Background: an optimization exercise with open tools, aiming at small area and a short achievable clock period. Do not read the settings as production practice.
RTL that was checked went through simulation tests only; none was proved equivalent to the original.
The RTL of runs 1 and 2 was laid out without a check of its function.
Power and IR drop assume default switching activity.

`flow/design.v`:
```
module sigmoid_fa(input wire a, input wire b, input wire c, output wire s, output wire co);
	assign s  = a ^ b ^ c;
	assign co = (a & b) | (a & c) | (b & c);
endmodule
module sigmoid_ha(input wire a, input wire b, output wire s, output wire co);
	assign s  = a ^ b;
	assign co = a & b;
endmodule
module sigmoid(
	input wire clk,
	input wire reset,
	input wire enable,
	input wire [17:0] x1,
	output reg [15:0] fixed_op
	);
	wire [16:0] m   = x1[16:0];
	wire        neg = x1[17];
	wire lt0 = m[15:0] < 16'h18B7;
	wire lt1 = m[15:0] < 16'h54A3;
	wire r0  = lt0;
	wire r1  = ~lt0 & lt1;
	wire r2  = ~lt1 & ~m[15];
	wire r3  = m[15];
	wire sat = m >= 17'd62874;	 
	wire [14:0] n  = m[14:0];
	wire [14:0] ni = ~n;
	wire p0_0 = r2;
	wire p0_5 = (r3 & n[0]);
	wire p0_6 = (r3 & n[1]);
	wire p0_7 = (r3 & n[2]);
	wire p0_8 = (r2 & n[0]) | (r3 & n[3]);
	wire p0_9 = (r2 & n[1]) | (r3 & n[4]);
	wire p0_10 = (r1 & n[0]) | (r2 & n[2]) | (r3 & n[5]);
	wire p0_11 = (r0 & n[0]) | (r1 & n[1]) | (r2 & n[3]) | (r3 & n[6]);
	wire p0_12 = (r0 & n[1]) | (r1 & n[2]) | (r2 & n[4]) | (r3 & n[7]);
	wire p0_13 = (r0 & n[2]) | (r1 & n[3]) | (r2 & n[5]) | (r3 & n[8]);
	wire p0_14 = (r0 & n[3]) | (r1 & n[4]) | (r2 & n[6]) | (r3 & n[9]);
	wire p0_15 = (r0 & n[4]) | (r1 & n[5]) | (r2 & n[7]) | (r3 & n[10]);
	wire p0_16 = (r0 & n[5]) | (r1 & n[6]) | (r2 & n[8]) | (r3 & n[11]);
	wire p0_17 = (r0 & n[6]) | (r1 & n[7]) | (r2 & n[9]) | (r3 & n[12]);
	wire p0_18 = (r0 & n[7]) | (r1 & n[8]) | (r2 & n[10]) | (r3 & n[13]);
	wire p0_19 = (r0 & n[8]) | (r1 & n[9]) | (r2 & n[11]) | (r3 & n[14]);
	wire p0_20 = (r0 & n[9]) | (r1 & n[10]) | (r2 & n[12]);
	wire p0_21 = (r0 & n[10]) | (r1 & n[11]) | (r2 & n[13]) | r3;
	wire p0_22 = (r0 & n[11]) | (r1 & n[12]) | r3;
	wire p0_23 = (r0 & n[12]) | (r1 & n[13]) | r2 | r3;
	wire p0_24 = (r0 & neg) | (r1 & n[14]) | r2 | r3;
	wire p0_25 = (r0 & ~neg) | r1 | r2 | r3;
	wire p1_4 = (r1 & n[0]) | (r2 & n[0]);
	wire p1_5 = (r1 & n[1]) | (r2 & n[1]);
	wire p1_6 = (r1 & n[2]) | (r2 & n[2]);
	wire p1_7 = (r1 & n[3]) | (r2 & n[3]);
	wire p1_8 = (r1 & n[4]) | (r2 & n[4]);
	wire p1_9 = (r1 & n[5]) | (r2 & n[5]);
	wire p1_10 = (r1 & n[6]) | (r2 & n[6]);
	wire p1_11 = (r1 & n[7]) | (r2 & n[7]);
	wire p1_12 = (r1 & n[8]) | (r2 & n[8]);
	wire p1_13 = (r0 & neg) | (r1 & n[9]) | (r2 & n[9]) | (r3 & ~neg);
	wire p1_14 = (r0 & neg) | (r1 & n[10]) | (r2 & n[10]);
	wire p1_15 = (r0 & neg) | (r1 & n[11]) | (r2 & n[11]) | r3;
	wire p1_16 = (r0 & neg) | (r1 & n[12]) | (r2 & n[12]) | r3;
	wire p1_17 = (r0 & neg) | (r1 & n[13]) | (r2 & n[13]);
	wire p1_18 = (r0 & neg) | (r1 & n[14]) | r2 | r3;
	wire p1_19 = (r0 & neg) | r3;
	wire p1_20 = (r0 & neg);
	wire p1_21 = (r0 & neg) | r1 | r2;
	wire p1_22 = (r0 & neg) | r1;
	wire p1_23 = (r0 & neg);
	wire p2_2 = (r1 & n[0]);
	wire p2_3 = (r1 & n[1]) | (r2 & n[0]) | (r3 & n[0]);
	wire p2_4 = (r1 & n[2]) | (r2 & n[1]) | (r3 & n[1]);
	wire p2_5 = (r1 & n[3]) | (r2 & n[2]) | (r3 & n[2]);
	wire p2_6 = (r1 & n[4]) | (r2 & n[3]) | (r3 & n[3]);
	wire p2_7 = (r1 & n[5]) | (r2 & n[4]) | (r3 & n[4]);
	wire p2_8 = (r1 & n[6]) | (r2 & n[5]) | (r3 & n[5]);
	wire p2_9 = (r1 & n[7]) | (r2 & n[6]) | (r3 & n[6]);
	wire p2_10 = (r1 & n[8]) | (r2 & n[7]) | (r3 & n[7]);
	wire p2_11 = (r1 & n[9]) | (r2 & n[8]) | (r3 & n[8]);
	wire p2_12 = (r1 & n[10]) | (r2 & n[9]) | (r3 & n[9]);
	wire p2_13 = (r1 & n[11]) | (r2 & n[10]) | (r3 & n[10]);
	wire p2_14 = (r1 & n[12]) | (r2 & n[11]) | (r3 & n[11]);
	wire p2_15 = (r1 & n[13]) | (r2 & n[12]) | (r3 & n[12]);
	wire p2_16 = (r1 & n[14]) | (r2 & n[13]) | (r3 & n[13]);
	wire p2_17 = r2 | (r3 & n[14]);
	wire p2_18 = r1;
	wire p3_0 = (r1 & n[0]) | (r2 & ni[0]);
	wire p3_1 = (r1 & n[1]) | (r2 & ni[1]);
	wire p3_2 = (r1 & n[2]) | (r2 & ni[2]);
	wire p3_3 = (r1 & n[3]) | (r2 & ni[3]);
	wire p3_4 = (r1 & n[4]) | (r2 & ni[4]);
	wire p3_5 = (r1 & n[5]) | (r2 & ni[5]);
	wire p3_6 = (r1 & n[6]) | (r2 & ni[6]);
	wire p3_7 = (r1 & n[7]) | (r2 & ni[7]);
	wire p3_8 = (r1 & n[8]) | (r2 & ni[8]);
	wire p3_9 = (r1 & n[9]) | (r2 & ni[9]);
	wire p3_10 = (r1 & n[10]) | (r2 & ni[10]);
	wire p3_11 = (r1 & n[11]) | (r2 & ni[11]);
	wire p3_12 = (r1 & n[12]) | (r2 & ni[12]);
	wire p3_13 = (r1 & n[13]) | (r2 & ni[13]);
	wire p3_14 = (r1 & n[14]) | (r2 & neg);
	wire p3_15 = (r2 & neg);
	wire p3_16 = r1 | (r2 & ~neg);
	wire p4_13 = (r1 & ~neg) | (r2 & neg);
	wire p4_14 = r1;
	wire s0, c0;
	sigmoid_ha ha0 (.a(p0_13), .b(p1_13), .s(s0), .co(c0));
	wire s1, c1;
	sigmoid_fa fa1 (.a(p0_14), .b(p1_14), .c(p2_14), .s(s1), .co(c1));
	wire s2, c2;
	sigmoid_ha ha2 (.a(p0_15), .b(p1_15), .s(s2), .co(c2));
	wire s3, c3;
	sigmoid_ha ha3 (.a(p0_16), .b(p1_16), .s(s3), .co(c3));
	wire s4, c4;
	sigmoid_ha ha4 (.a(p0_5), .b(p1_5), .s(s4), .co(c4));
	wire s5, c5;
	sigmoid_fa fa5 (.a(p0_6), .b(p1_6), .c(p2_6), .s(s5), .co(c5));
	wire s6, c6;
	sigmoid_fa fa6 (.a(p0_7), .b(p1_7), .c(p2_7), .s(s6), .co(c6));
	wire s7, c7;
	sigmoid_fa fa7 (.a(p0_8), .b(p1_8), .c(p2_8), .s(s7), .co(c7));
	wire s8, c8;
	sigmoid_fa fa8 (.a(p0_9), .b(p1_9), .c(p2_9), .s(s8), .co(c8));
	wire s9, c9;
	sigmoid_fa fa9 (.a(p0_10), .b(p1_10), .c(p2_10), .s(s9), .co(c9));
	wire s10, c10;
	sigmoid_fa fa10 (.a(p0_11), .b(p1_11), .c(p2_11), .s(s10), .co(c10));
	wire s11, c11;
	sigmoid_fa fa11 (.a(p0_12), .b(p1_12), .c(p2_12), .s(s11), .co(c11));
	wire s12, c12;
	sigmoid_fa fa12 (.a(p2_13), .b(p3_13), .c(p4_13), .s(s12), .co(c12));
	wire s13, c13;
	sigmoid_fa fa13 (.a(p3_14), .b(p4_14), .c(c0), .s(s13), .co(c13));
	wire s14, c14;
	sigmoid_fa fa14 (.a(p2_15), .b(p3_15), .c(c1), .s(s14), .co(c14));
	wire s15, c15;
	sigmoid_fa fa15 (.a(p2_16), .b(p3_16), .c(c2), .s(s15), .co(c15));
	wire s16, c16;
	sigmoid_fa fa16 (.a(p0_17), .b(p1_17), .c(p2_17), .s(s16), .co(c16));
	wire s17, c17;
	sigmoid_ha ha17 (.a(p0_18), .b(p1_18), .s(s17), .co(c17));
	wire s18, c18;
	sigmoid_ha ha18 (.a(p1_4), .b(p2_4), .s(s18), .co(c18));
	wire s19, c19;
	sigmoid_fa fa19 (.a(p2_5), .b(p3_5), .c(s4), .s(s19), .co(c19));
	wire s20, c20;
	sigmoid_fa fa20 (.a(p3_6), .b(c4), .c(s5), .s(s20), .co(c20));
	wire s21, c21;
	sigmoid_fa fa21 (.a(p3_7), .b(c5), .c(s6), .s(s21), .co(c21));
	wire s22, c22;
	sigmoid_fa fa22 (.a(p3_8), .b(c6), .c(s7), .s(s22), .co(c22));
	wire s23, c23;
	sigmoid_fa fa23 (.a(p3_9), .b(c7), .c(s8), .s(s23), .co(c23));
	wire s24, c24;
	sigmoid_fa fa24 (.a(p3_10), .b(c8), .c(s9), .s(s24), .co(c24));
	wire s25, c25;
	sigmoid_fa fa25 (.a(p3_11), .b(c9), .c(s10), .s(s25), .co(c25));
	wire s26, c26;
	sigmoid_fa fa26 (.a(p3_12), .b(c10), .c(s11), .s(s26), .co(c26));
	wire s27, c27;
	sigmoid_fa fa27 (.a(s0), .b(c11), .c(s12), .s(s27), .co(c27));
	wire s28, c28;
	sigmoid_fa fa28 (.a(s1), .b(c12), .c(s13), .s(s28), .co(c28));
	wire s29, c29;
	sigmoid_fa fa29 (.a(s2), .b(c13), .c(s14), .s(s29), .co(c29));
	wire s30, c30;
	sigmoid_fa fa30 (.a(s3), .b(c14), .c(s15), .s(s30), .co(c30));
	wire s31, c31;
	sigmoid_fa fa31 (.a(c3), .b(c15), .c(s16), .s(s31), .co(c31));
	wire s32, c32;
	sigmoid_fa fa32 (.a(p2_18), .b(c16), .c(s17), .s(s32), .co(c32));
	wire s33, c33;
	sigmoid_fa fa33 (.a(p0_19), .b(p1_19), .c(c17), .s(s33), .co(c33));
	wire s34, c34;
	sigmoid_ha ha34 (.a(p0_20), .b(p1_20), .s(s34), .co(c34));
	wire s35, c35;
	sigmoid_ha ha35 (.a(p0_21), .b(p1_21), .s(s35), .co(c35));
	wire s36, c36;
	sigmoid_ha ha36 (.a(p0_22), .b(p1_22), .s(s36), .co(c36));
	wire s37, c37;
	sigmoid_ha ha37 (.a(p0_23), .b(p1_23), .s(s37), .co(c37));
	wire [25:0] ra = {p0_25, p0_24, c36, c35, c34, c33, c32, c31, c30, c29, c28, c27, c26, c25, c24, c23, c22, c21, c20, c19, c18, p3_4, p2_3, p2_2, p3_1, p0_0};
	wire [25:0] rb = {1'b0, c37, s37, s36, s35, s34, s33, s32, s31, s30, s29, s28, s27, s26, s25, s24, s23, s22, s21, s20, s19, s18, p3_3, p3_2, 1'b0, p3_0};
	wire [25:0] pg = ra ^ rb;
	wire [25:0] tg = ra | rb;
	wire [25:0] gg = ra & rb;
	wire G1_0 = gg[1] | (pg[1] & gg[0]);
	wire G3_2 = gg[3] | (pg[3] & gg[2]);
	wire P3_2 = pg[3] & pg[2];
	wire G5_4 = gg[5] | (pg[5] & gg[4]);
	wire P5_4 = pg[5] & pg[4];
	wire G7_6 = gg[7] | (pg[7] & gg[6]);
	wire P7_6 = pg[7] & pg[6];
	wire G9_8 = gg[9] | (pg[9] & gg[8]);
	wire P9_8 = pg[9] & pg[8];
	wire G11_10 = gg[11] | (pg[11] & gg[10]);
	wire P11_10 = pg[11] & pg[10];
	wire G13_12 = gg[13] | (pg[13] & gg[12]);
	wire P13_12 = pg[13] & pg[12];
	wire G15_14 = gg[15] | (pg[15] & gg[14]);
	wire P15_14 = pg[15] & pg[14];
	wire G17_16 = gg[17] | (pg[17] & gg[16]);
	wire P17_16 = pg[17] & pg[16];
	wire G19_18 = gg[19] | (pg[19] & gg[18]);
	wire P19_18 = pg[19] & pg[18];
	wire G21_20 = gg[21] | (pg[21] & gg[20]);
	wire P21_20 = pg[21] & pg[20];
	wire G23_22 = gg[23] | (pg[23] & gg[22]);
	wire P23_22 = pg[23] & pg[22];
	wire G25_24 = gg[25] | (pg[25] & gg[24]);
	wire P25_24 = pg[25] & pg[24];
	wire G3_0 = G3_2 | (P3_2 & G1_0);
	wire G7_4 = G7_6 | (P7_6 & G5_4);
	wire P7_4 = P7_6 & P5_4;
	wire G11_8 = G11_10 | (P11_10 & G9_8);
	wire P11_8 = P11_10 & P9_8;
	wire G15_12 = G15_14 | (P15_14 & G13_12);
	wire P15_12 = P15_14 & P13_12;
	wire G19_16 = G19_18 | (P19_18 & G17_16);
	wire P19_16 = P19_18 & P17_16;
	wire G23_20 = G23_22 | (P23_22 & G21_20);
	wire P23_20 = P23_22 & P21_20;
	wire G7_0 = G7_4 | (P7_4 & G3_0);
	wire G15_8 = G15_12 | (P15_12 & G11_8);
	wire P15_8 = P15_12 & P11_8;
	wire G23_16 = G23_20 | (P23_20 & G19_16);
	wire P23_16 = P23_20 & P19_16;
	wire G15_0 = G15_8 | (P15_8 & G7_0);
	wire G23_0 = G23_16 | (P23_16 & G15_0);
	wire G11_0 = G11_8 | (P11_8 & G7_0);
	wire G19_0 = G19_16 | (P19_16 & G15_0);
	wire G5_0 = G5_4 | (P5_4 & G3_0);
	wire G9_0 = G9_8 | (P9_8 & G7_0);
	wire G13_0 = G13_12 | (P13_12 & G11_0);
	wire G17_0 = G17_16 | (P17_16 & G15_0);
	wire G21_0 = G21_20 | (P21_20 & G19_0);
	wire G25_0 = G25_24 | (P25_24 & G23_0);
	wire G2_0 = gg[2] | (pg[2] & G1_0);
	wire G4_0 = gg[4] | (pg[4] & G3_0);
	wire G6_0 = gg[6] | (pg[6] & G5_0);
	wire G8_0 = gg[8] | (pg[8] & G7_0);
	wire G10_0 = gg[10] | (pg[10] & G9_0);
	wire G12_0 = gg[12] | (pg[12] & G11_0);
	wire G14_0 = gg[14] | (pg[14] & G13_0);
	wire G16_0 = gg[16] | (pg[16] & G15_0);
	wire G18_0 = gg[18] | (pg[18] & G17_0);
	wire G20_0 = gg[20] | (pg[20] & G19_0);
	wire G22_0 = gg[22] | (pg[22] & G21_0);
	wire G24_0 = gg[24] | (pg[24] & G23_0);
	wire G0_0 = gg[0];
	wire [25:0] g = pg ^ {G24_0, G23_0, G22_0, G21_0, G20_0, G19_0, G18_0, G17_0, G16_0, G15_0, G14_0, G13_0, G12_0, G11_0, G10_0, G9_0, G8_0, G7_0, G6_0, G5_0, G4_0, G3_0, G2_0, G1_0, G0_0, 1'b0};
	wire [15:0] fixed_op_next = sat ? {2'b00, ~neg, 13'd0} : {3'b000, g[25:13] ^ {13{neg}}};
	always @(posedge clk, posedge reset) begin
		if (reset)
			fixed_op <= 567;
		else if (enable)
			fixed_op <= fixed_op_next;
	end
endmodule
```
`flow/flow/run.sh`:
```
#!/bin/bash
# The standard layout, with plain buffers (buf_1) on the ports instead of the
# default delay-cell buffers.  The make output goes to standard.log; ORFS keeps
# each step's log under orfs/logs/.
set -euo pipefail
bash standard.sh BUFFER_PORTS_ARGS="-buffer_cell sky130_fd_sc_hd__buf_1" finish > standard.log 2>&1
```
`flow/standard.sh`:
```
#!/bin/bash
# synth_recipe.tcl (not shown) runs the flow's synth.tcl, then flattens the netlist and writes it again
# the make line also repeats each setting of config.mk as NAME=value (left out here)
make -C /OpenROAD-flow-scripts/flow DESIGN_CONFIG=/design/flow/config.mk WORK_HOME=/design/flow/orfs CLKGATE_MAP_FILE= SYNTH_SCRIPT=/design/flow/synth_recipe.tcl "${@:-finish}"
```
`flow/config.mk`:
```
export PLATFORM = sky130hd
export DESIGN_NAME = sigmoid
export DESIGN_NICKNAME = sigmoid
export VERILOG_FILES = /design/flow/design.v
export SDC_FILE = /design/flow/constraint.sdc
export NUM_CORES = 4
export LEC_CHECK = 0
export ABC_AREA = 1
export CAP_MARGIN = 20
export CORE_MARGIN = 2
export CORE_UTILIZATION = 60
export CTS_BUF_LIST = sky130_fd_sc_hd__clkbuf_4
export SLEW_MARGIN = 20
export SYNTH_HIERARCHICAL = 1
```
`flow/constraint.sdc`:
```
create_clock -name core_clock -period 14.0 [get_ports {clk}]
set_input_delay 2.8000 -clock core_clock [delete_from_list [all_inputs] [get_ports {clk}]]
set_output_delay 2.8000 -clock core_clock [all_outputs]
set_load 0.01 [all_outputs]
```
==> flow_summary.toml, run 1 <==
[layout]
top_register = "fixed_op"
layout_commonest_cell = "nand2_1"
layout_common_cells = "nand2_1, o21ai_0, fa_1, buf_1"
post-route-util_pct = 66.1
final_cells = 481
area_growth_pct = 5.86
largest_reg_flops = 14
nFillCells = 450
reg_top3 = "fixed_op: 14 flops"
diodes = 0
drive_above_1_share_pct = 6.52
fin_nets = 502
finalInstanceArea_um2 = 3140

[global_route]
grtUsageTotal_pct = 30.8
antenna_found_initial = 0
grt-ovfl-total = 0
grt_pass1_vias = 2732
grt_max_degree = 26
grt_first_pass_wirelength_um = 13000

[timing]
fmax_ghz = 0.127
fin_crit_sh_pct = 56.1
hold_viol = 0
setup_viol_count_final = 0
tightest_slew_ns = 0.922
setup_tns_ns = 0
clock_skew_ns = 0
maxSlewViolCount = 0
rsz0062_at_grt = "false"
fin_crit_ns = 7.86
slew_headroom_pct = 38.5

[critical_path]
critPathLaunchType = "input port"
critPathArrivalTime_ns = 8.07
worstPathMaxFanout = 25
rrSetupSlack_ns = 13.25
reg2reg_depth = 2
path_class = "input port to flip-flop"
cp.required_ns = 14.21
worstReg2RegStart = "fixed_op[9]"
r2r_end = "fixed_op[9]"
end_kind = "flip-flop"

[run_status]
status = "finished clean"

[placed_design]
post-dp-hpwl_um = 6470
dp_cells = 477
io_buffers = 34
place.gp.congestion = 1.04
placed_area_um2 = 3110

[floorplanning]
row_count = 25
die_h_um = 74.3
initial_utilization_pct = 62.4
die_area_um2 = 5520
die_x_um = 74.3
io_pins = 37
coreArea_um2 = 4750

[logic_synthesis]
synth-seq-cells = 14
ys_warn_count = 7
ys_types = 36
yosysSeqAreaShare_pct = 12.1
yosys_most_used_dff = "dfrtp_1"
synth-edff-count = 0
syn-instance-count = 389
avgSynthCellArea_um2 = 7.63
synth_area_um2 = 2970
synthArstFlopShare_pct = 100

[clock_tree]
cts-root-buf = "clkbuf_4"
cts-resized-gates = 0
htree_levels = 1
postCtsSetupBuffers = 0
cts_tree = "done"
clockBufferDepth = 2
cts.sinks = 14
clk_latency_ns = 0.29
clk_pin_slew_ns = 0.09
cts-buffers-inserted = 3
cts_hold_buf = 0

[power]
p_leak_nw = 1.52
p_total_mw = 0.383
p_per_area_nw_per_um2 = 122
vdd_ir_drop_max_v = 0.0000662

[drt]
final_antenna_net_count = 0
viasPerCell = 5.93
routed_wl_um = 7860
wl_per_cell_um = 16.3
firstDrtPassIters = 5
dr_total_vias = 2850
drt-initial-drc-count = 284
drc = 0

[hold_path]
holdPathStages = 2
holdCritPathClass = "flip-flop to flip-flop"
min_to = "fixed_op[0]"
hp-start = "fixed_op[0]"

[flow_run]
max_cap_viol_count = 0
-- Yosys stat by module (local to each module, per instance) --
module	area (µm²)	flip-flops and latches
sigmoid	2280	14
sigmoid_fa	20.0	0
sigmoid_ha	12.5	0
-- synthesized netlist by cell type (2+ instances only) --
master	number	area (µm²)
o21ai_0	43	215
a21oi_2	2	17.5
clkbuf_1	8	30.0
dfstp_2	6	158
a211oi_1	2	15.0
clkinv_1	2	7.51
xor2_1	7	61.3
o221ai_1	2	17.5
nand3_1	15	75.1
o2111ai_1	12	105
a21o_1	2	15.0
nand4_1	3	18.8
xnor2_1	10	87.6
inv_2	4	15.0
fa_1	34	681
a21oi_1	11	55.1
inv_1	32	120
nor2_1	21	78.8
ha_1	32	400
o211ai_1	2	15.0
nand2_2	6	37.5
o22ai_1	2	12.5
buf_2	3	15.0
dfrtp_1	8	200
buf_4	3	22.5
nand2_4	2	22.5
nand2_1	105	394
nor2_2	2	12.5
-- cells by family after synthesis --
| logic type | synth area share (%) |
|---|---|
| buffers and inverters | 7.09 |
| DFF | 12.1 |
| other | 0.126 |
| and+or+nand+nor | 22.3 |
| adders and majority gates | 36.4 |
| AOI/OAI and AO/OA | 17.0 |
| xor gates and xnor gates | 5.02 |
-- power by group --
part	total [mW]	switching (mW)	internal, mW
Clock	0.0246	0.0143	0.0104
Combinational	0.294	0.168	0.125
Sequential	0.0647	0.00686	0.0578
-- layout make-up --
cell class | instances | area (µm²) | area share [%]
clock buffer | 3 | 22.5 | 0.717
inverter | 38 | 143 | 4.54
timing repair buffer | 34 | 128 | 4.06
clock inverter | 1 | 3.75 | 0.120
sequential | 14 | 358 | 11.4
tap | 67 | 83.8 | 2.67
multi-input combinational | 324 | 2400 | 76.5
-- per-stage QoR --
stage | setup WS (ns) | hold slack, ns
6_report | 6.14 | 0.476
5_1_grt | 5.81 | 0.489
4_1_cts | 6.23 | 0.477
3_5_place_dp | 5.94 | 0.462
3_3_place_gp | 6.10 | 0.457
2_1_floorplan | 6.95 | 0.474
-- worst max path at each step --
stage | start | endpoint | slack, ns | depth (start not counted)
floorplan | x1[2] | fixed_op[9] | 6.95 | 25
CTS | x1[15] | fixed_op[8] | 6.23 | 24
global route | x1[15] | fixed_op[11] | 5.81 | 25
global placement | x1[15] | fixed_op[9] | 6.10 | 24
detailed placement | x1[15] | fixed_op[11] | 5.94 | 25
finish | x1[15] | fixed_op[11] | 6.14 | 25
-- critical path: stages --
cell,delay [ns]
buf_1,0.53
inv_2,0.27
nand4_1,0.14
nor2_1,0.06
nand2_2,0.09
nand2_2,0.08
nand2_4,0.22
clkinv_1,0.28
nand2_1,0.15
o2111ai_1,0.15
fa_1,0.47
fa_1,0.51
fa_1,0.41
ha_1,0.33
a21oi_1,0.14
o21ai_0,0.09
a21oi_1,0.15
nand2_2,0.10
nand2_1,0.08
nand2_2,0.07
nand4_1,0.08
nand3_1,0.09
fa_1,0.45
xnor2_1,0.14
o21ai_0,0.19
-- metal layers --
metal	part of all wire, %	global-route usage, %	vias up	wire [µm]
met4	1.5	3.57	0	116
met2	43	47.5	171	3380
met3	11	8.94	23	875
li1	-	-	1354	-
met1	44	44.8	1302	3490
met5	0	0	-	0
==> run 2: changes to the inputs <==
--- a/flow/design.v
+++ b/flow/design.v
@@ -5,6 +5,9 @@
 module sigmoid_ha(input wire a, input wire b, output wire s, output wire co);
 	assign s  = a ^ b;
 	assign co = a & b;
+endmodule
+module sigmoid_xor(input wire a, input wire b, output wire y);
+	assign y = a ^ b;
 endmodule
 module sigmoid(
 	input wire clk,
@@ -247,8 +250,22 @@
 	wire G22_0 = gg[22] | (pg[22] & G21_0);
 	wire G24_0 = gg[24] | (pg[24] & G23_0);
 	wire G0_0 = gg[0];
-	wire [25:0] g = pg ^ {G24_0, G23_0, G22_0, G21_0, G20_0, G19_0, G18_0, G17_0, G16_0, G15_0, G14_0, G13_0, G12_0, G11_0, G10_0, G9_0, G8_0, G7_0, G6_0, G5_0, G4_0, G3_0, G2_0, G1_0, G0_0, 1'b0};
-	wire [15:0] fixed_op_next = sat ? {2'b00, ~neg, 13'd0} : {3'b000, g[25:13] ^ {13{neg}}};
+	wire [25:13] pgx;
+	sigmoid_xor x13 (.a(pg[13]), .b(neg), .y(pgx[13]));
+	sigmoid_xor x14 (.a(pg[14]), .b(neg), .y(pgx[14]));
+	sigmoid_xor x15 (.a(pg[15]), .b(neg), .y(pgx[15]));
+	sigmoid_xor x16 (.a(pg[16]), .b(neg), .y(pgx[16]));
+	sigmoid_xor x17 (.a(pg[17]), .b(neg), .y(pgx[17]));
+	sigmoid_xor x18 (.a(pg[18]), .b(neg), .y(pgx[18]));
+	sigmoid_xor x19 (.a(pg[19]), .b(neg), .y(pgx[19]));
+	sigmoid_xor x20 (.a(pg[20]), .b(neg), .y(pgx[20]));
+	sigmoid_xor x21 (.a(pg[21]), .b(neg), .y(pgx[21]));
+	sigmoid_xor x22 (.a(pg[22]), .b(neg), .y(pgx[22]));
+	sigmoid_xor x23 (.a(pg[23]), .b(neg), .y(pgx[23]));
+	sigmoid_xor x24 (.a(pg[24]), .b(neg), .y(pgx[24]));
+	sigmoid_xor x25 (.a(pg[25]), .b(neg), .y(pgx[25]));
+	wire [25:13] gx = pgx ^ {G24_0, G23_0, G22_0, G21_0, G20_0, G19_0, G18_0, G17_0, G16_0, G15_0, G14_0, G13_0, G12_0};
+	wire [15:0] fixed_op_next = sat ? {2'b00, ~neg, 13'd0} : {3'b000, gx[25:13]};
 	always @(posedge clk, posedge reset) begin
 		if (reset)
 			fixed_op <= 567;
==> run 2 against run 1 <==
  * Still clean
  * Global-route usage fell by 1.6 points
  * Hold slack improved by 0.0022 ns
  * Cell area rose by 6.9%
  * Sequential power rose by 2%
  * Power rose by 2.2%
  * Largest cell class unchanged
==> flow_summary.toml, run 2 <==
[drt]
final_antenna_net_count = 0
drc = 0
viasPerCell = 5.63
drt-initial-drc-count = 365
routed_wl_um = 8050
firstDrtPassIters = 6
dr_total_vias = 3248
wl_per_cell_um = 13.9

[logic_synthesis]
synth_compound_area_share_pct = 12.4
syn-instance-count = 483
yosysSeqAreaShare_pct = 11.2
ys_types = 37
synthSimpleGateAreaFrac_pct = 35.1
yosysTopAreaCell = "nand2_1"
synth_top_family_by_area = "simple AND/OR/NAND/NOR gates"
yosys-top-cells-area = "nand2_1, fa_1, ha_1, inv_1, dfrtp_1"
yosys_most_used_dff = "dfrtp_1"
synth-edff-count = 0
ys_warn_count = 7
synthTopCellsByCount = "nand2_1, inv_1, ha_1"
yosysMostFrequentCell = "nand2_1"
synth_area_um2 = 3200
synth_top_area_share_pct = 21.4
synthArstFlopShare_pct = 100
synth_adder_area_share_pct = 30.5
synthXorXnorAreaFrac_pct = 0
synth_mux_area_share_pct = 0
avgSynthCellArea_um2 = 6.62
synth-seq-cells = 14

[clock_tree]
cts_hold_buf = 0
clk_latency_ns = 0.28
cts-root-buf = "clkbuf_4"
cts-resized-gates = 0
cts.sinks = 14
postCtsSetupBuffers = 0
clockBufferDepth = 2
cts-buffers-inserted = 3
cts_tree = "done"
htree_levels = 1
clk_pin_slew_ns = 0.08

[timing]
setup_tns_ns = 0
slew_headroom_pct = 35.9
fin_crit_sh_pct = 53.3
fin_crit_ns = 7.47
fmax_ghz = 0.134
holdWs_ns = 0.478
hold_viol = 0
setup_viol_count_final = 0
tightest_slew_ns = 0.958
rsz0062_at_grt = "false"
maxSlewViolCount = 0
clock_skew_ns = 0

[power]
p_per_area_nw_per_um2 = 117
vdd_ir_drop_max_v = 0.0000791
p_leak_nw = 1.86

[layout]
layout_commonest_cell = "nand2_1"
post-route-util_pct = 65.3
final_cells = 577
fin_nets = 590
reg_top3 = "fixed_op: 14 flops"
largest_reg_flops = 14
drive_above_1_share_pct = 6.71
layout_common_cells = "nand2_1, inv_1, buf_1"
diodes = 0
area_growth_pct = 5.01
top_register = "fixed_op"

[floorplanning]
die_area_um2 = 5930
io_pins = 37
die_x_um = 77.0
die_h_um = 77.0
row_count = 26
coreArea_um2 = 5140
initial_utilization_pct = 62.2

[critical_path]
critPathLaunchType = "input port"
worstPathMaxFanout = 18
reg2reg_depth = 2
end_kind = "flip-flop"
cp.required_ns = 14.18
path_class = "input port to flip-flop"
worstReg2RegStart = "fixed_op[0]"
rrSetupSlack_ns = 13.25
critPathArrivalTime_ns = 7.64
r2r_end = "fixed_op[0]"

[global_route]
grtUsageTotal_pct = 29.2
grt-ovfl-total = 0
grt_max_degree = 31
grt_pass1_vias = 3120
antenna_found_initial = 0
grt_first_pass_wirelength_um = 14300

[hold_path]
holdPathStages = 2
min_to = "fixed_op[9]"
holdCritPathClass = "flip-flop to flip-flop"
hp-start = "fixed_op[9]"

[flow_run]
max_cap_viol_count = 0

[placed_design]
io_buffers = 34
dp_cells = 573
post-dp-hpwl_um = 6730
place.gp.congestion = 1.04

[run_status]
status = "finished clean"
## run 2: cell types whose count changed after synthesis, moves of 5 or more
cell     delta
o21ai_1     +5
o21ai_0    -22
fa_1        -6
nand2_1    +77
xor2_1      -7
xnor2_1    -10
nand3_1    +16
nor2_1      +5
inv_1      +30
## run 2: layout make-up
class                      count  area [µm²]
inverter                      66         248
fill                         513        1780
tap                           70        87.6
timing repair buffer          35         135
sequential                    14         358
multi-input combinational    388        2500
clock buffer                   4        30.0
## run 2: layer usage
layer / vias up / track usage [%] / routed length, µm
met1: 1469 / 41.3 / 3560
met3: 24 / 6.82 / 736
met4: 0 / 3.21 / 145
met2: 153 / 47.4 / 3600
li1: 1602 / - / -
met5: - / 0 / 0
## run 2: worst max-delay path by stage
| stage | startpoint | slack [ns] | to |
|---|---|---|---|
| final | x1[15] | 6.53 | fixed_op[12] |
| after global routing | x1[15] | 6.20 | fixed_op[10] |
| after CTS | x1[15] | 6.62 | fixed_op[12] |
| after detailed placement | x1[15] | 6.33 | fixed_op[12] |
| after global placement | x1[15] | 6.43 | fixed_op[12] |
| after floorplan | x1[15] | 7.21 | fixed_op[12] |
## run 2: logic make-up (layout without fill, tap and decap cells)
kind of cell / count (synthesis) / in the layout
AND/OR/NAND/NOR: 264 / 264
buffers and inverters: 82 / 105
adder cells (fa/ha/maj): 61 / 61
AO/OA/AOI/OAI: 61 / 61
flip-flops: 14 / 14
other: 1 / 2
## run 2: critical path: stages
cell	delay, ns
buf_1	0.55
inv_2	0.29
nand4_1	0.14
nor2_1	0.05
nand2_2	0.12
nand2_4	0.09
nand2_4	0.18
inv_1	0.24
nand2_1	0.17
o2111ai_1	0.17
fa_1	0.46
fa_1	0.50
fa_1	0.41
ha_1	0.37
nand4_1	0.13
o221a_2	0.27
nand2_2	0.11
nand2_2	0.07
nand2_4	0.09
nand2_2	0.05
nand2_2	0.08
nand2_2	0.05
nand2_1	0.05
nand2_1	0.05
nand3_1	0.06
nand2_1	0.06
## run 2: per-module statistics from Yosys, one instance, submodules excluded
module / times used / flops+latches
sigmoid: 1 / 14
sigmoid_xor: 13 / 0
sigmoid_fa: 28 / 0
sigmoid_ha: 10 / 0
## run 2: where the power goes
| part | leakage, nW | internal, mW | switching [mW] |
|---|---|---|---|
| Combinational | 1.68 | 0.113 | 0.186 |
| Sequential | 0.167 | 0.0594 | 0.00651 |
| Clock | 0.0184 | 0.0130 | 0.0130 |
| Total | 1.86 | 0.186 | 0.205 |
## run 2: per-stage QoR
step	total power [mW]	area, µm²	setup slack [ns]
after floorplan	0.298	3200	7.21
after global placement	0.355	3330	6.43
after detailed placement	0.365	3330	6.33
after CTS	0.393	3360	6.62
after global routing	0.446	3360	6.20
final	0.391	3360	6.53
==> run 3: changes to the inputs <==
--- a/flow/design.v
+++ b/flow/design.v
@@ -18,12 +18,12 @@
 	);
 	wire [16:0] m   = x1[16:0];
 	wire        neg = x1[17];
-	wire lt0 = m[15:0] < 16'h18B7;
-	wire lt1 = m[15:0] < 16'h54A3;
+	wire lt0 = m < 17'h018B7;
+	wire lt1 = m < 17'h054A3;
 	wire r0  = lt0;
 	wire r1  = ~lt0 & lt1;
-	wire r2  = ~lt1 & ~m[15];
-	wire r3  = m[15];
+	wire r2  = ~lt1 & ~m[16] & ~m[15];
+	wire r3  = ~m[16] & m[15];
 	wire sat = m >= 17'd62874;	 
 	wire [14:0] n  = m[14:0];
 	wire [14:0] ni = ~n;
==> run 3 against run 2 <==
  * Register-to-register slack is essentially flat
  * Cell area down 2.2%
  * Hold slack worse by 0.0061 ns
  * Via count up 0.92%
  * Non-clock buffer count unchanged
  * Utilization is 0.18 points lower
==> flow_summary.toml, run 3 <==
[placed_design]
place.gp.congestion = 1.12
dp_slack_ns = 6.31
post-dp-hpwl_um = 6590
io_buffers = 34

[critical_path]
rrSetupSlack_ns = 13.24
worstReg2RegStart = "fixed_op[1]"
reg2reg_depth = 2
critPathArrivalTime_ns = 7.70
worstPathMaxFanout = 16
cp.required_ns = 14.21
critPathLaunchType = "input port"
end_kind = "flip-flop"
r2r_end = "fixed_op[1]"
path_class = "input port to flip-flop"

[hold_path]
min_to = "fixed_op[0]"
holdPathStages = 2
hp-start = "fixed_op[0]"
holdCritPathClass = "flip-flop to flip-flop"

[logic_synthesis]
yosysTopAreaCell = "nand2_1"
yosys_most_used_dff = "dfrtp_1"
avgSynthCellArea_um2 = 6.45
synth-seq-cells = 14
ys_warn_count = 7
ys_types = 31
synth-edff-count = 0
syn-instance-count = 480
yosys-top-cells-area = "nand2_1, fa_1, ha_1, inv_1, dfrtp_1"
synth_top_area_share_pct = 22.3
synthTopCellsByCount = "nand2_1, inv_1, nor2_1"
yosysSeqAreaShare_pct = 11.6
synth_area_um2 = 3100
synthArstFlopShare_pct = 100
yosysMostFrequentCell = "nand2_1"

[global_route]
grt_max_degree = 33
antenna_found_initial = 0
grt-ovfl-total = 0
grtUsageTotal_pct = 29.6
grt_pass1_vias = 3009
grt_first_pass_wirelength_um = 13200

[layout]
layout_commonest_cell = "nand2_1"
diodes = 0
area_growth_pct = 6.06
reg_top3 = "fixed_op: 14 flops"
drive_above_1_share_pct = 4.54
largest_reg_flops = 14
layout_common_cells = "nand2_1, inv_1, nor2_1"
fin_nets = 590
top_register = "fixed_op"

[clock_tree]
cts.sinks = 14
clk_pin_slew_ns = 0.08
cts-root-buf = "clkbuf_4"
cts-resized-gates = 0
cts_tree = "done"
cts-buffers-inserted = 3
postCtsSetupBuffers = 0
htree_levels = 1
clockBufferDepth = 2
cts_hold_buf = 0
clk_latency_ns = 0.28

[power]
p_switching_mw = 0.148
vdd_ir_drop_max_v = 0.0000573
p_per_area_nw_per_um2 = 88.1
p_leak_nw = 1.86
power_frac_seq_pct = 20.7
clkPwrFrac_pct = 7.9
swShare_pct = 51.0
internal_power_mw = 0.142
combPwrFrac_pct = 71.4

[drt]
drt-initial-drc-count = 312
dr_total_vias = 3278
firstDrtPassIters = 6
routed_wl_um = 7970
final_antenna_net_count = 0
wl_per_cell_um = 13.8
drc = 0
viasPerCell = 5.68

[timing]
hold_viol = 0
setup_viol_count_final = 0
slew_headroom_pct = 41.0
maxSlewViolCount = 0
fin_crit_sh_pct = 53.5
fmax_ghz = 0.134
fin_crit_ns = 7.49
clock_skew_ns = 0
rsz0062_at_grt = "false"
tightest_slew_ns = 0.882
setup_ws_ns = 6.51
setup_tns_ns = 0

[run_status]
status = "finished clean"

[flow_run]
max_cap_viol_count = 0

[floorplanning]
die_area_um2 = 5750
coreArea_um2 = 5040
die_h_um = 75.8
initial_utilization_pct = 61.4
row_count = 26
die_x_um = 75.8
io_pins = 37
==> run 3: cell types whose count changed after synthesis, sizes merged, moves of 2 or more <==
cell / delta
nor2: +9
nand2: -5
a21oi: -3
buf: -3
inv: -3
nand3b: +3
nor3: +2
o2111ai: -2
o211ai: +2
o21ai: +2
==> run 3: cell type report <==
| type | instances | area, µm² |
|---|---|---|
| inverter | 62 | 233 |
| clock inverter | 1 | 3.75 |
| tap | 70 | 87.6 |
| fill | 490 | 1760 |
| sequential | 14 | 358 |
| clock buffer | 3 | 22.5 |
| multi-input combinational | 392 | 2440 |
| timing repair buffer | 35 | 135 |
==> run 3: cell families (layout without fill, tap and decap cells) <==
| group | count (synthesis) | count (layout) | synth area share, % |
|---|---|---|---|
| other | 1 | 2 | 0.121 |
| buffers and inverters | 75 | 101 | 9.62 |
| AND/OR/NAND/NOR | 272 | 272 | 36.2 |
| AO/OA/AOI/OAI | 57 | 57 | 11.0 |
| adder cells (fa/ha/maj) | 61 | 61 | 31.4 |
| flip-flops | 14 | 14 | 11.6 |
==> run 3: worst max-delay path by stage <==
stage,start,to,cells after the start
finish,x1[4],fixed_op[12],27
global route,x1[4],fixed_op[12],27
CTS,x1[4],fixed_op[12],27
detailed placement,x1[4],fixed_op[12],26
global placement,x1[4],fixed_op[10],26
floorplan,x1[1],fixed_op[10],26
==> run 3: modules after synthesis, one instance, submodules excluded <==
module / flip-flops and latches / cells inside / area [µm²]
sigmoid: 14 / 377 / 2170
sigmoid_xor: 0 / 5 / 18.8
sigmoid_fa: 0 / 1 / 20.0
sigmoid_ha: 0 / 1 / 12.5
==> run 3: per-stage QoR <==
| stage | area [µm²] | util [%] | std cells | total power [mW] | hold WS [ns] |
|---|---|---|---|---|---|
| after floorplan | 3100 | - | 481 | 0.218 | 0.476 |
| after global placement | 3260 | 64.6 | 573 | 0.259 | 0.463 |
| after detailed placement | 3260 | 64.6 | 573 | 0.266 | 0.462 |
| after CTS | 3280 | 65.1 | 577 | 0.290 | 0.475 |
| after global routing | 3280 | 65.1 | 577 | 0.329 | 0.500 |
| final | 3280 | 65.1 | 577 | 0.289 | 0.472 |
==> run 3: worst max-delay path, cell delays in order <==
cell and delay [ns]:
buf_1 0.30, nand2_1 0.12, a311oi_1 0.31, o211ai_1 0.13, nand2_2 0.20, inv_2 0.13
nor2_2 0.62, inv_1 0.36, o211ai_1 0.33, fa_1 0.45, fa_1 0.44, ha_1 0.30
a31oi_1 0.16, nand2_1 0.06, inv_1 0.07, nor2_1 0.05, nor2_1 0.12, nand2_2 0.10
nand2_1 0.08, nand2_2 0.08, nand2_1 0.09, nand2_2 0.06, nand2_1 0.08, nand2_1 0.05
nand2_1 0.05, nand3_1 0.07, nand2_1 0.09
==> run 3: metal layers <==
layer | global-route usage [%] | part of all wire, %
met3 | 7.14 | 8.8
met5 | 0 | 0
met2 | 48.5 | 45
met1 | 40.9 | 45
met4 | 4.09 | 1.4
==> run 3: power by group through the flow <==
stage | Sequential [mW] | Clock, mW | Combinational [mW]
floorplan | 0.0661 | 0 | 0.151
global placement | 0.0603 | 0 | 0.199
detailed placement | 0.0605 | 0 | 0.205
CTS | 0.0598 | 0.0232 | 0.207
global route | 0.0618 | 0.0259 | 0.241
finish | 0.0598 | 0.0230 | 0.207
==> run 4: changes to the inputs <==
--- a/flow/config.mk
+++ b/flow/config.mk
@@ -10,5 +10,5 @@
 export CORE_MARGIN = 2
 export CORE_UTILIZATION = 60
 export CTS_BUF_LIST = sky130_fd_sc_hd__clkbuf_4
-export SLEW_MARGIN = 20
+export SLEW_MARGIN = 85
 export SYNTH_HIERARCHICAL = 1
==> run 4 against run 3 <==
  * Via count increased by 3.3%
  * Non-clock buffer count increased by 16
  * Utilization increased by 8.6 points
  * Sequential power about the same
  * Register-to-register slack improved by 0.02 ns
  * Clock-buffer cell count unchanged
  * Clock skew unchanged
  * Routed wire length increased by 7.9%
  * Maximum frequency decreased by 12%
  * Critical path depth increased by 5
  * First-iteration DRC count decreased by 3.5%
  * Global-route usage increased by 1.8 points
  * Highest routed layer unchanged
==> flow_summary.toml, run 4 <==
[timing]
fin_crit_sh_pct = 60.8
hold_viol = 0
setup_tns_ns = 0
setup_ws_ns = 5.48
rsz0062_at_grt = "false"
fin_crit_ns = 8.52
clock_skew_ns = 0
fmax_ghz = 0.117
setup_viol_count_final = 0
maxSlewViolCount = 0

[drt]
final_antenna_net_count = 0
routed_wl_um = 8600
dr_total_vias = 3387
drt-initial-drc-count = 301
firstDrtPassIters = 5
drc = 0
viasPerCell = 5.71
wl_per_cell_um = 14.5

[global_route]
grt-ovfl-total = 0
grtUsageTotal_pct = 31.5
grt_max_degree = 33
antenna_found_initial = 0
grt_pass1_vias = 3227
grt_first_pass_wirelength_um = 14100

[logic_synthesis]
synth_mux_area_share_pct = 0
synth_top_area_share_pct = 22.3
ys_warn_count = 7
synthSimpleGateAreaFrac_pct = 36.2
yosys_most_used_dff = "dfrtp_1"
synth_compound_area_share_pct = 11.0
yosysTopAreaCell = "nand2_1"
synth_adder_area_share_pct = 31.4
synth-edff-count = 0
yosys-top-cells-area = "nand2_1, fa_1, ha_1, inv_1, dfrtp_1"
syn-instance-count = 480
synthXorXnorAreaFrac_pct = 0
ys_types = 31
yosysSeqAreaShare_pct = 11.6
synthArstFlopShare_pct = 100
synth_area_um2 = 3100
avgSynthCellArea_um2 = 6.45
synthTopCellsByCount = "nand2_1, inv_1, nor2_1"
synth_top_family_by_area = "simple AND/OR/NAND/NOR gates"
yosysMostFrequentCell = "nand2_1"
synth-seq-cells = 14

[placed_design]
dp_slack_ns = 5.27
place.gp.congestion = 1.12
post-dp-hpwl_um = 7240
placed_area_um2 = 3640
io_buffers = 34

[critical_path]
r2r_end = "fixed_op[1]"
cpMostUsedCell = "nand2_1"
critPathSlowestCell = "clkdlybuf4s50_1"
critPathArrivalTime_ns = 8.70
path_class = "input port to flip-flop"
cpPeakStageDelay_ns = 0.54
reg2reg_depth = 2
cp.required_ns = 14.18
rrSetupSlack_ns = 13.26
worstReg2RegStart = "fixed_op[1]"
worstPathMaxFanout = 9
end_kind = "flip-flop"
critPathLaunchType = "input port"

[layout]
area_growth_pct = 20.0
diodes = 0
reg_top3 = "fixed_op: 14 flops"
drive_above_1_share_pct = 19.9
fin_nets = 606
top_register = "fixed_op"
largest_reg_flops = 14
finalInstanceArea_um2 = 3720
layout_common_cells = "nand2_1, inv_1, ha_1"
layout_commonest_cell = "nand2_1"

[clock_tree]
cts-resized-gates = 0
htree_levels = 1
clk_latency_ns = 0.28
clockBufferDepth = 2
clk_pin_slew_ns = 0.09
cts-root-buf = "clkbuf_4"
cts-buffers-inserted = 3
cts_tree = "done"
cts.sinks = 14
cts_hold_buf = 0
postCtsSetupBuffers = 0

[hold_path]
min_to = "fixed_op[0]"
holdPathStages = 2
holdCritPathClass = "flip-flop to flip-flop"
hp-start = "fixed_op[0]"

[floorplanning]
coreArea_um2 = 5040
row_count = 26
die_x_um = 75.8
die_area_um2 = 5750
io_pins = 37
die_h_um = 75.8
initial_utilization_pct = 61.4

[run_status]
status = "finished clean"

[power]
vdd_ir_drop_max_v = 0.0000593
p_per_area_nw_per_um2 = 83.0
p_leak_nw = 2.11

[flow_run]
max_cap_viol_count = 0
-- run 4: cell counts after synthesis --
No cell type changed its count.
-- run 4: logic make-up (layout without fill, tap and decap cells) --
kind of cell,Yosys count,in the layout
DFF,14,14
adders and majority gates,61,61
AOI/OAI and AO/OA,57,57
other,1,2
and+or+nand+nor,272,272
buffers and inverters,75,117
-- run 4: worst max-delay path: cells and delay by family --
family | cells | cell delay [ns]
AO/OA/AOI/OAI | 4 | 0.74
adder cells (fa/ha/maj) | 3 | 1.14
buffers and inverters | 10 | 2.61
AND/OR/NAND/NOR | 15 | 1.39
-- run 4: layout make-up --
| class | instances | area, µm² |
|---|---|---|
| Clock buffer | 3 | 22.5 |
| Clock inverter | 1 | 3.75 |
| Fill cell | 406 | 1330 |
| Inverter | 62 | 248 |
| Multi-Input combinational cell | 392 | 2730 |
| Sequential cell | 14 | 358 |
| Tap cell | 70 | 87.6 |
| Timing Repair Buffer | 51 | 269 |
-- run 4: worst max path at each step --
stage	depth (start not counted)	endpoint	start	slack (ns)
finish	32	fixed_op[12]	x1[4]	5.48
global route	32	fixed_op[10]	x1[1]	5.15
global placement	26	fixed_op[10]	x1[4]	6.23
detailed placement	32	fixed_op[12]	x1[4]	5.27
CTS	32	fixed_op[12]	x1[4]	5.56
floorplan	26	fixed_op[10]	x1[1]	7.30
-- run 4: layer usage --
layer	routed length (µm)	GRT usage, %	up-vias	share of wire (%)
li1	-	-	1631	-
met1	3680	40.6	1570	43
met2	4040	54.0	171	47
met3	722	7.14	15	8.4
met4	151	6.43	0	1.8
met5	0	0	-	0
-- run 4: Yosys stat by module, one instance, submodules excluded --
module       cells inside  copies in the design
sigmoid               377                     1
sigmoid_fa              1                    28
sigmoid_xor             5                    13
sigmoid_ha              1                    10
-- run 4: metrics by stage --
stage          hold WS [ns]  utilization, %  total power [mW]  instances
3_3_place_gp          0.463            64.6             0.259        573
5_1_grt               0.505            73.7             0.349        593
2_1_floorplan         0.476               -             0.218        481
6_report              0.472            73.7             0.308        593
4_1_cts               0.476            72.7             0.306        592
3_5_place_dp          0.463            72.1             0.282        588
-- run 4: power by group --
group	switching (mW)	internal, mW	leakage, nW	total, mW
logic	0.139	0.0854	1.92	0.225
clock network	0.0132	0.0104	0.0154	0.0236
registers	0.00510	0.0548	0.167	0.0599
==> run 5: changes to the inputs <==
--- a/flow/config.mk
+++ b/flow/config.mk
@@ -10,5 +10,5 @@
 export CORE_MARGIN = 2
 export CORE_UTILIZATION = 60
 export CTS_BUF_LIST = sky130_fd_sc_hd__clkbuf_4
-export SLEW_MARGIN = 85
+export SLEW_MARGIN = 50
 export SYNTH_HIERARCHICAL = 1
==> run 5 against run 4 <==
  * Hold slack gained 0.0050 ns
  * Power shrank 6.3%
  * Routed wire length shrank 8.7%
  * Still clean on timing, DRC and antenna
  * Maximum frequency grew 19%
  * Cell area shrank 11%
  * Sequential power is essentially flat
  * Clock-buffer cell count is the same
  * Setup slack gained 1.4 ns
  * Register-to-register slack lost 0.02 ns
==> flow_summary.toml, run 5 <==
[logic_synthesis]
yosys_most_used_dff = "dfrtp_1"
synthTopCellsByCount = "nand2_1, inv_1, nor2_1"
synth-seq-cells = 14
synth_area_um2 = 3100
yosysTopAreaCell = "nand2_1"
ys_types = 31
avgSynthCellArea_um2 = 6.45
syn-instance-count = 480
synth-edff-count = 0
yosysSeqAreaShare_pct = 11.6
synth_top_area_share_pct = 22.3
synthArstFlopShare_pct = 100
yosysMostFrequentCell = "nand2_1"
yosys-top-cells-area = "nand2_1, fa_1, ha_1, inv_1, dfrtp_1"
ys_warn_count = 7

[timing]
fin_crit_sh_pct = 51.2
hold_viol = 0
maxSlewViolCount = 0
holdWs_ns = 0.477
fin_crit_ns = 7.17
rsz0062_at_grt = "false"
clock_skew_ns = 0
setup_viol_count_final = 0
setup_tns_ns = 0
slew_headroom_pct = 64.9
setup_ws_ns = 6.83
tightest_slew_ns = 0.526
fmax_ghz = 0.140

[clock_tree]
cts_tree = "done"
htree_levels = 1
cts-resized-gates = 0
cts.sinks = 14
clk_pin_slew_ns = 0.08
postCtsSetupBuffers = 0
cts-root-buf = "clkbuf_4"
clk_latency_ns = 0.28
clockBufferDepth = 2
cts_hold_buf = 0
cts-buffers-inserted = 3

[placed_design]
post-dp-hpwl_um = 6540
io_buffers = 34
dp_cells = 573
dp_slack_ns = 6.44
placed_area_um2 = 3270
place.gp.congestion = 1.12

[power]
p_total_mw = 0.289
p_leak_nw = 1.87
vdd_ir_drop_max_v = 0.0000575
p_per_area_nw_per_um2 = 87.6

[critical_path]
worstPathMaxFanout = 16
critPathArrivalTime_ns = 7.34
critPathLaunchType = "input port"
path_class = "input port to flip-flop"
cp.required_ns = 14.17
end_kind = "flip-flop"

[layout]
diodes = 0
post-route-util_pct = 65.4
layout_commonest_cell = "nand2_1"
reg_top3 = "fixed_op: 14 flops"
fin_nets = 590
final_cells = 577
largest_reg_flops = 14
top_register = "fixed_op"
drive_above_1_share_pct = 5.13
area_growth_pct = 6.46
finalInstanceArea_um2 = 3300
layout_common_cells = "nand2_1, inv_1, buf_1"

[run_status]
status = "finished clean"

[drt]
wl_per_cell_um = 13.6
viasPerCell = 5.64
firstDrtPassIters = 5
routed_wl_um = 7850
drt-initial-drc-count = 357
dr_total_vias = 3255
drc = 0
final_antenna_net_count = 0

[floorplanning]
coreArea_um2 = 5040
die_x_um = 75.8
row_count = 26
io_pins = 37
die_h_um = 75.8
initial_utilization_pct = 61.4
die_area_um2 = 5750

[global_route]
grt-ovfl-total = 0
antenna_found_initial = 0
grtUsageTotal_pct = 29.2
grt_first_pass_wirelength_um = 13100
grt_pass1_vias = 2975
grt_max_degree = 33

[flow_run]
max_cap_viol_count = 0

[hold_path]
holdCritPathClass = "flip-flop to flip-flop"
[run 5: cell counts after synthesis]
Identical to the previous run, type by type.
[run 5: area by class of cell]
class                      instances  area (µm²)
inverter                          62         233
clock buffer                       3        22.5
tap                               70        87.6
multi-input combinational        392        2460
fill                             488        1750
timing repair buffer              35         135
sequential                        14         358
clock inverter                     1        3.75
[run 5: cell families after synthesis]
kind of cell / synth area share [%]
AOI/OAI and AO/OA: 11.0
adders and majority gates: 31.4
buffers and inverters: 9.62
DFF: 11.6
other: 0.121
and+or+nand+nor: 36.2
[run 5: Yosys stat by module (local to each module, per instance)]
module / times used / area [µm²]
sigmoid: 1 / 2170
sigmoid_fa: 28 / 20.0
sigmoid_ha: 10 / 12.5
sigmoid_xor: 13 / 18.8
[run 5: per-layer routing]
layer  vias up  part of all wire [%]  GRT usage (%)  routed length, µm
li1       1597                     -              -                  -
met1      1472                    44           40.0               3490
met3        21                    10           7.54                793
met4         0                   1.7           4.87                136
met5         -                     0              0                  0
met2       165                    44           47.5               3430
[run 5: worst paths after layout]
path,from,slack [ns],cells past startpoint,to
setup reg to reg,fixed_op[2],13.24,2,fixed_op[2]
setup / recovery,x1[4],6.83,26,fixed_op[10]
min in group asynchronous,reset,2.52,2,fixed_op[3]
hold reg to reg,fixed_op[0],0.48,2,fixed_op[0]
max in group asynchronous,reset,11.12,2,fixed_op[9]
hold / removal,fixed_op[0],0.48,2,fixed_op[0]
[run 5: where the power goes]
part	internal, mW	total, mW	leakage [nW]	switching, mW
Clock	0.0103	0.0227	0.0154	0.0124
Combinational	0.0767	0.206	1.68	0.130
Sequential	0.0548	0.0598	0.167	0.00498
Total	0.142	0.289	1.87	0.147
[run 5: critical path, cell delays in order]
cell and delay, ns:
buf_1 0.31, nand2_1 0.13, a311oi_1 0.33, o211ai_1 0.14
nand2_2 0.20, inv_2 0.13, nor2_4 0.38, inv_1 0.28
o211ai_1 0.31, fa_1 0.45, fa_1 0.44, ha_1 0.30
a31oi_1 0.17, nand2_1 0.06, inv_1 0.07, nor2_1 0.05
nor2_1 0.12, nand2_2 0.10, nand2_1 0.08, nand2_2 0.08
nand2_1 0.09, nand2_2 0.06, nand2_1 0.08, nand3_1 0.07
nand3_1 0.08, nand2_1 0.05
==> run 6: changes to the inputs <==
--- a/flow/config.mk
+++ b/flow/config.mk
@@ -10,5 +10,5 @@
 export CORE_MARGIN = 2
 export CORE_UTILIZATION = 60
 export CTS_BUF_LIST = sky130_fd_sc_hd__clkbuf_4
-export SLEW_MARGIN = 50
+export SLEW_MARGIN = 70
 export SYNTH_HIERARCHICAL = 1
==> run 6 against run 5 <==
  * Utilization up 0.52 points
  * Maximum frequency grew 0.77%
  * Register-to-register slack is essentially flat
  * Power grew 0.78%
  * First-iteration DRC count is 5.6% lower
  * Critical endpoint is now fixed_op[12]
  * Hold slack worse by 0.0028 ns
  * Highest routed layer unchanged
  * Clock skew stayed put
  * Synthesized area unchanged
  * Cell area grew 0.80%
  * Clock-buffer cell count unchanged
==> flow_summary.toml, run 6 <==
[logic_synthesis]
yosysTopAreaCell = "nand2_1"
synthArstFlopShare_pct = 100
ys_warn_count = 7
yosys_most_used_dff = "dfrtp_1"
synthTopCellsByCount = "nand2_1, inv_1, nor2_1"
syn-instance-count = 480
synth-seq-cells = 14
synth-edff-count = 0
synth_area_um2 = 3100
yosys-top-cells-area = "nand2_1, fa_1, ha_1, inv_1, dfrtp_1"
yosysMostFrequentCell = "nand2_1"
synth_top_area_share_pct = 22.3
yosysSeqAreaShare_pct = 11.6
ys_types = 31
avgSynthCellArea_um2 = 6.45

[layout]
fin_nets = 591
layout_common_cells = "nand2_1, inv_1, buf_1"
top_register = "fixed_op"
nFillCells = 476
area_growth_pct = 7.31
reg_top3 = "fixed_op: 14 flops"
drive_above_1_share_pct = 5.91
largest_reg_flops = 14
layout_commonest_cell = "nand2_1"
final_cells = 578
diodes = 0

[global_route]
grt_first_pass_wirelength_um = 13000
antenna_found_initial = 0
grt_max_degree = 33
grt-ovfl-total = 0
grtUsageTotal_pct = 29.1
grt_pass1_vias = 2935

[placed_design]
dp_cells = 574
place.gp.congestion = 1.12
post-dp-hpwl_um = 6680
io_buffers = 34

[critical_path]
worst-path-buf-inv = 4
critPathArrivalTime_ns = 7.28
critPathLaunchType = "input port"
cpPeakStageDelay_ns = 0.46
critPathSlowestCell = "fa_1"
end_kind = "flip-flop"
worstPathMaxFanout = 9
path_class = "input port to flip-flop"
cpLargestDelayFamily = "simple AND/OR/NAND/NOR gates"
rrSetupSlack_ns = 13.25
cp.required_ns = 14.17

[clock_tree]
cts_hold_buf = 0
clk_latency_ns = 0.28
postCtsSetupBuffers = 0
clockBufferDepth = 2
cts-buffers-inserted = 3
cts-root-buf = "clkbuf_4"
cts-resized-gates = 0
htree_levels = 1
cts_tree = "done"
clk_pin_slew_ns = 0.08
cts.sinks = 14

[floorplanning]
coreArea_um2 = 5040
io_pins = 37
row_count = 26
die_h_um = 75.8
initial_utilization_pct = 61.4
die_area_um2 = 5750
die_x_um = 75.8

[drt]
dr_total_vias = 3273
routed_wl_um = 7970
drt-initial-drc-count = 337
viasPerCell = 5.66
final_antenna_net_count = 0
drc = 0
firstDrtPassIters = 9
wl_per_cell_um = 13.8

[timing]
fin_crit_ns = 7.11
setup_viol_count_final = 0
maxSlewViolCount = 0
setup_tns_ns = 0
hold_viol = 0
fin_crit_sh_pct = 50.8
fmax_ghz = 0.141
rsz0062_at_grt = "false"
holdWs_ns = 0.475
clock_skew_ns = 0

[power]
p_leak_nw = 1.87
combPwrFrac_pct = 71.6
internal_power_mw = 0.143
swShare_pct = 51.0
power_frac_seq_pct = 20.5
clkPwrFrac_pct = 7.9
p_switching_mw = 0.149
p_per_area_nw_per_um2 = 87.6
vdd_ir_drop_max_v = 0.0000592

[run_status]
status = "finished clean"

[flow_run]
max_cap_viol_count = 0

[hold_path]
holdCritPathClass = "flip-flop to flip-flop"
run 6: cell types whose count changed in the layout (fill, tap and decap cells not counted):
| cell | previous run | this run |
|---|---|---|
| buf_6 | 0 | 1 |
| inv_1 | 58 | 55 |
| inv_2 | 4 | 7 |
| nor2_2 | 3 | 0 |
| nor2_4 | 2 | 5 |
| o21ai_0 | 20 | 18 |
| o21ai_1 | 9 | 11 |
run 6: per-module statistics from Yosys, one instance, submodules excluded:
module	times used	area, µm²	flip-flops and latches	cells inside
sigmoid_fa	28	20.0	0	1
sigmoid_ha	10	12.5	0	1
sigmoid	1	2170	14	377
sigmoid_xor	13	18.8	0	5
run 6: cell type report:
class | instances | area, µm² | area share (%)
timing repair buffer | 36 | 146 | 4.41
sequential | 14 | 358 | 10.8
tap | 70 | 87.6 | 2.64
inverter | 62 | 233 | 7.00
clock buffer | 3 | 22.5 | 0.678
clock inverter | 1 | 3.75 | 0.113
multi-input combinational | 392 | 2470 | 74.4
run 6: worst paths after layout:
kind	startpoint	to	cells after the start
setup reg to reg	fixed_op[1]	fixed_op[1]	2
max in group asynchronous	reset	fixed_op[9]	2
min in group asynchronous	reset	fixed_op[3]	2
hold / removal	fixed_op[0]	fixed_op[0]	2
hold reg to reg	fixed_op[0]	fixed_op[0]	2
setup / recovery	x1[1]	fixed_op[12]	25
run 6: cell families (layout without fill, tap and decap cells):
| logic type | after synthesis | count (layout) | share of synthesized area, % |
|---|---|---|---|
| AOI/OAI and AO/OA | 57 | 57 | 11.0 |
| adders and majority gates | 61 | 61 | 31.4 |
| other | 1 | 2 | 0.121 |
| buffers and inverters | 75 | 102 | 9.62 |
| and+or+nand+nor | 272 | 272 | 36.2 |
| DFF | 14 | 14 | 11.6 |
run 6: power groups by stage:
stage	clock network (mW)	logic [mW]	registers, mW
after floorplan	0	0.151	0.0661
final	0.0230	0.208	0.0598
after CTS	0.0234	0.209	0.0598
after global placement	0	0.199	0.0603
after global routing	0.0255	0.243	0.0618
after detailed placement	0	0.207	0.0605
run 6: worst reg2reg max path: cells and delay by family (launching register included):
kind | cells | cell delay [ns]
DFF | 1 | 0.53
and+or+nand+nor | 1 | 0.04
AOI/OAI and AO/OA | 1 | 0.09
run 6: metal layers:
layer | vias to the layer above | part of all wire (%) | global-route usage, %
met2 | 165 | 45 | 47.9
met5 | - | 0 | 0
met1 | 1492 | 44 | 40.5
li1 | 1602 | - | -
met4 | 0 | 1.4 | 3.70
met3 | 14 | 9.7 | 6.35
run 6: per-stage QoR:
stage | area, µm² | power, mW | worst slack [ns] | util, %
2_1_floorplan | 3100 | 0.218 | 7.30 | -
3_3_place_gp | 3260 | 0.259 | 6.23 | 64.6
3_5_place_dp | 3300 | 0.268 | 6.67 | 65.4
4_1_cts | 3320 | 0.292 | 6.95 | 65.9
5_1_grt | 3320 | 0.330 | 6.48 | 65.9
6_report | 3320 | 0.291 | 6.89 | 65.9
==> run 7: changes to the inputs <==
--- a/flow/config.mk
+++ b/flow/config.mk
@@ -10,5 +10,5 @@
 export CORE_MARGIN = 2
 export CORE_UTILIZATION = 60
 export CTS_BUF_LIST = sky130_fd_sc_hd__clkbuf_4
-export SLEW_MARGIN = 70
+export SLEW_MARGIN = 60
 export SYNTH_HIERARCHICAL = 1
==> run 7 against run 6 <==
  * Still clean
  * Sequential power is essentially flat
  * Clock power shrank 2%
  * First-iteration DRC count grew 46%
  * Synthesized cell count is the same
  * Cell area shrank 0.79%
  * Sequential cell count is the same
  * Combinational power is essentially flat
  * Global-route usage grew 0.79 points
  * Clock skew is the same
  * Hold slack lost 0.0044 ns
  * Setup slack lost 0.034 ns
  * Critical path type unchanged
  * Critical endpoint unchanged
  * Largest power group unchanged
==> flow_summary.toml, run 7 <==
[drt]
routed_wl_um = 7890
final_antenna_net_count = 0
drc = 0
viasPerCell = 5.70
firstDrtPassIters = 6
dr_total_vias = 3287
wl_per_cell_um = 13.7
drt-initial-drc-count = 491

[logic_synthesis]
synth-edff-count = 0
ys_warn_count = 7
yosysTopAreaCell = "nand2_1"
synthTopCellsByCount = "nand2_1, inv_1, nor2_1"
synth_area_um2 = 3100
yosysMostFrequentCell = "nand2_1"
synth_top_area_share_pct = 22.3
avgSynthCellArea_um2 = 6.45
ys_types = 31
yosysSeqAreaShare_pct = 11.6
synth-seq-cells = 14
syn-instance-count = 480
yosys_most_used_dff = "dfrtp_1"
yosys-top-cells-area = "nand2_1, fa_1, ha_1, inv_1, dfrtp_1"
synthArstFlopShare_pct = 100

[critical_path]
critPathArrivalTime_ns = 7.31
critPathLaunchType = "input port"
crit_path_end = "fixed_op[12]"
worstReg2RegStart = "fixed_op[2]"
path_class = "input port to flip-flop"
rrSetupSlack_ns = 13.24
crit_start = "x1[7]"
r2r_end = "fixed_op[2]"
end_kind = "flip-flop"
reg2reg_depth = 2
cp.required_ns = 14.17
worstPathMaxFanout = 16

[layout]
finalInstanceArea_um2 = 3300
diodes = 0
largest_reg_flops = 14
post-route-util_pct = 65.4
layout_common_cells = "nand2_1, inv_1, buf_1"
final_cells = 577
drive_above_1_share_pct = 5.13
layout_commonest_cell = "nand2_1"
reg_top3 = "fixed_op: 14 flops"
top_register = "fixed_op"
area_growth_pct = 6.46
fin_nets = 590
nFillCells = 500

[clock_tree]
cts_tree = "done"
cts.sinks = 14
cts-resized-gates = 0
clockBufferDepth = 2
htree_levels = 1
cts-buffers-inserted = 3
clk_pin_slew_ns = 0.08
cts-root-buf = "clkbuf_4"
clk_latency_ns = 0.28
postCtsSetupBuffers = 0
cts_hold_buf = 0

[floorplanning]
io_pins = 37
die_h_um = 75.8
die_x_um = 75.8
row_count = 26
initial_utilization_pct = 61.4
coreArea_um2 = 5040
die_area_um2 = 5750

[global_route]
grt_first_pass_wirelength_um = 13300
grt_pass1_vias = 2983
grt_max_degree = 33
grt-ovfl-total = 0
grtUsageTotal_pct = 29.9
antenna_found_initial = 0

[power]
p_total_mw = 0.289
p_leak_nw = 1.86
vdd_ir_drop_max_v = 0.0000570
p_per_area_nw_per_um2 = 87.6

[placed_design]
io_buffers = 34
place.gp.congestion = 1.12
post-dp-hpwl_um = 6570
dp_cells = 573
placed_area_um2 = 3270
dp_slack_ns = 6.61

[timing]
rsz0062_at_grt = "false"
maxSlewViolCount = 0
hold_viol = 0
holdWs_ns = 0.470
fin_crit_ns = 7.15
slew_headroom_pct = 64.2
clock_skew_ns = 0
tightest_slew_ns = 0.537
setup_viol_count_final = 0
fmax_ghz = 0.140
fin_crit_sh_pct = 51.0
setup_ws_ns = 6.85
setup_tns_ns = 0

[run_status]
status = "finished clean"

[flow_run]
max_cap_viol_count = 0

[hold_path]
holdCritPathClass = "flip-flop to flip-flop"
holdPathStages = 2
==> run 7: cell types whose count changed in the layout (fill, tap and decap cells not counted) <==
cell / before / now
inv_2: 7 / 4
nor2_2: 0 / 3
nor2_4: 5 / 2
inv_1: 55 / 57
o21ai_0: 18 / 20
o21ai_1: 11 / 9
buf_6: 1 / 0
clkinv_1: 1 / 2
==> run 7: worst min-delay path by stage <==
stage	end	start	slack [ns]
2_1_floorplan	fixed_op[0]	fixed_op[0]	0.48
3_3_place_gp	fixed_op[0]	fixed_op[0]	0.46
3_5_place_dp	fixed_op[0]	fixed_op[0]	0.46
4_1_cts	fixed_op[0]	fixed_op[0]	0.47
5_1_grt	fixed_op[9]	fixed_op[9]	0.51
6_report	fixed_op[0]	fixed_op[0]	0.47
==> run 7: report_power, final <==
group          internal, mW  switching [mW]  total, mW
clock network        0.0103          0.0123     0.0226
logic                0.0767           0.130      0.207
registers            0.0548         0.00486     0.0597
total                 0.142           0.147      0.289
==> run 7: area by class of cell <==
cell class | instances | area (µm²) | share of cell area [%]
multi-input combinational | 392 | 2460 | 74.5
tap | 70 | 87.6 | 2.66
inverter | 62 | 233 | 7.06
clock inverter | 1 | 3.75 | 0.114
clock buffer | 3 | 22.5 | 0.683
timing repair buffer | 35 | 135 | 4.10
sequential | 14 | 358 | 10.9
==> run 7: logic make-up after synthesis <==
logic type	count (synthesis)	synth area share [%]
compound gates	57	11.0
fa+ha+maj	61	31.4
buf+inv	75	9.62
flops	14	11.6
other cells	1	0.121
simple gates	272	36.2
==> run 7: per-module statistics from Yosys (local to each module, per instance) <==
module | cells inside | flops+latches | cell area [µm²] | times used
sigmoid_fa | 1 | 0 | 20.0 | 28
sigmoid | 377 | 14 | 2170 | 1
sigmoid_xor | 5 | 0 | 18.8 | 13
sigmoid_ha | 1 | 0 | 12.5 | 10
==> run 7: worst max-delay path, stage by stage <==
cell and delay, ns:
buf_1 0.27, inv_1 0.16, a311oi_1 0.30, o211ai_1 0.14, nand2_2 0.19, inv_2 0.14, nor2_4 0.37, nand2_1 0.22
o2111ai_1 0.18, ha_1 0.23, fa_1 0.43, fa_1 0.44, ha_1 0.37, nand4_1 0.14, nor2_1 0.15, nor2_1 0.07
nand2_2 0.11, nand2_1 0.07, nand2_2 0.11, nand2_1 0.07, nand2_2 0.08, nand2_1 0.06, nand2_1 0.06, nand2_1 0.05
nand3_1 0.06, nand2_1 0.05
==> run 7: per-layer routing <==
layer | GRT usage [%] | part of all wire, % | up-vias | wire length [µm]
li1 | - | - | 1599 | -
met1 | 41.9 | 44 | 1485 | 3450
met2 | 47.0 | 44 | 176 | 3440
met3 | 8.07 | 11 | 27 | 847
met4 | 5.07 | 2.1 | 0 | 162
met5 | 0 | 0 | - | 0

Check on run 7: ideal ports give 6.855 ns setup slack; a clkbuf_16 on the clock port and buf_2 on the inputs give 6.853 ns; moving port delays by the midpoint clock arrival (0.296 ns) as well gives 6.557 ns.
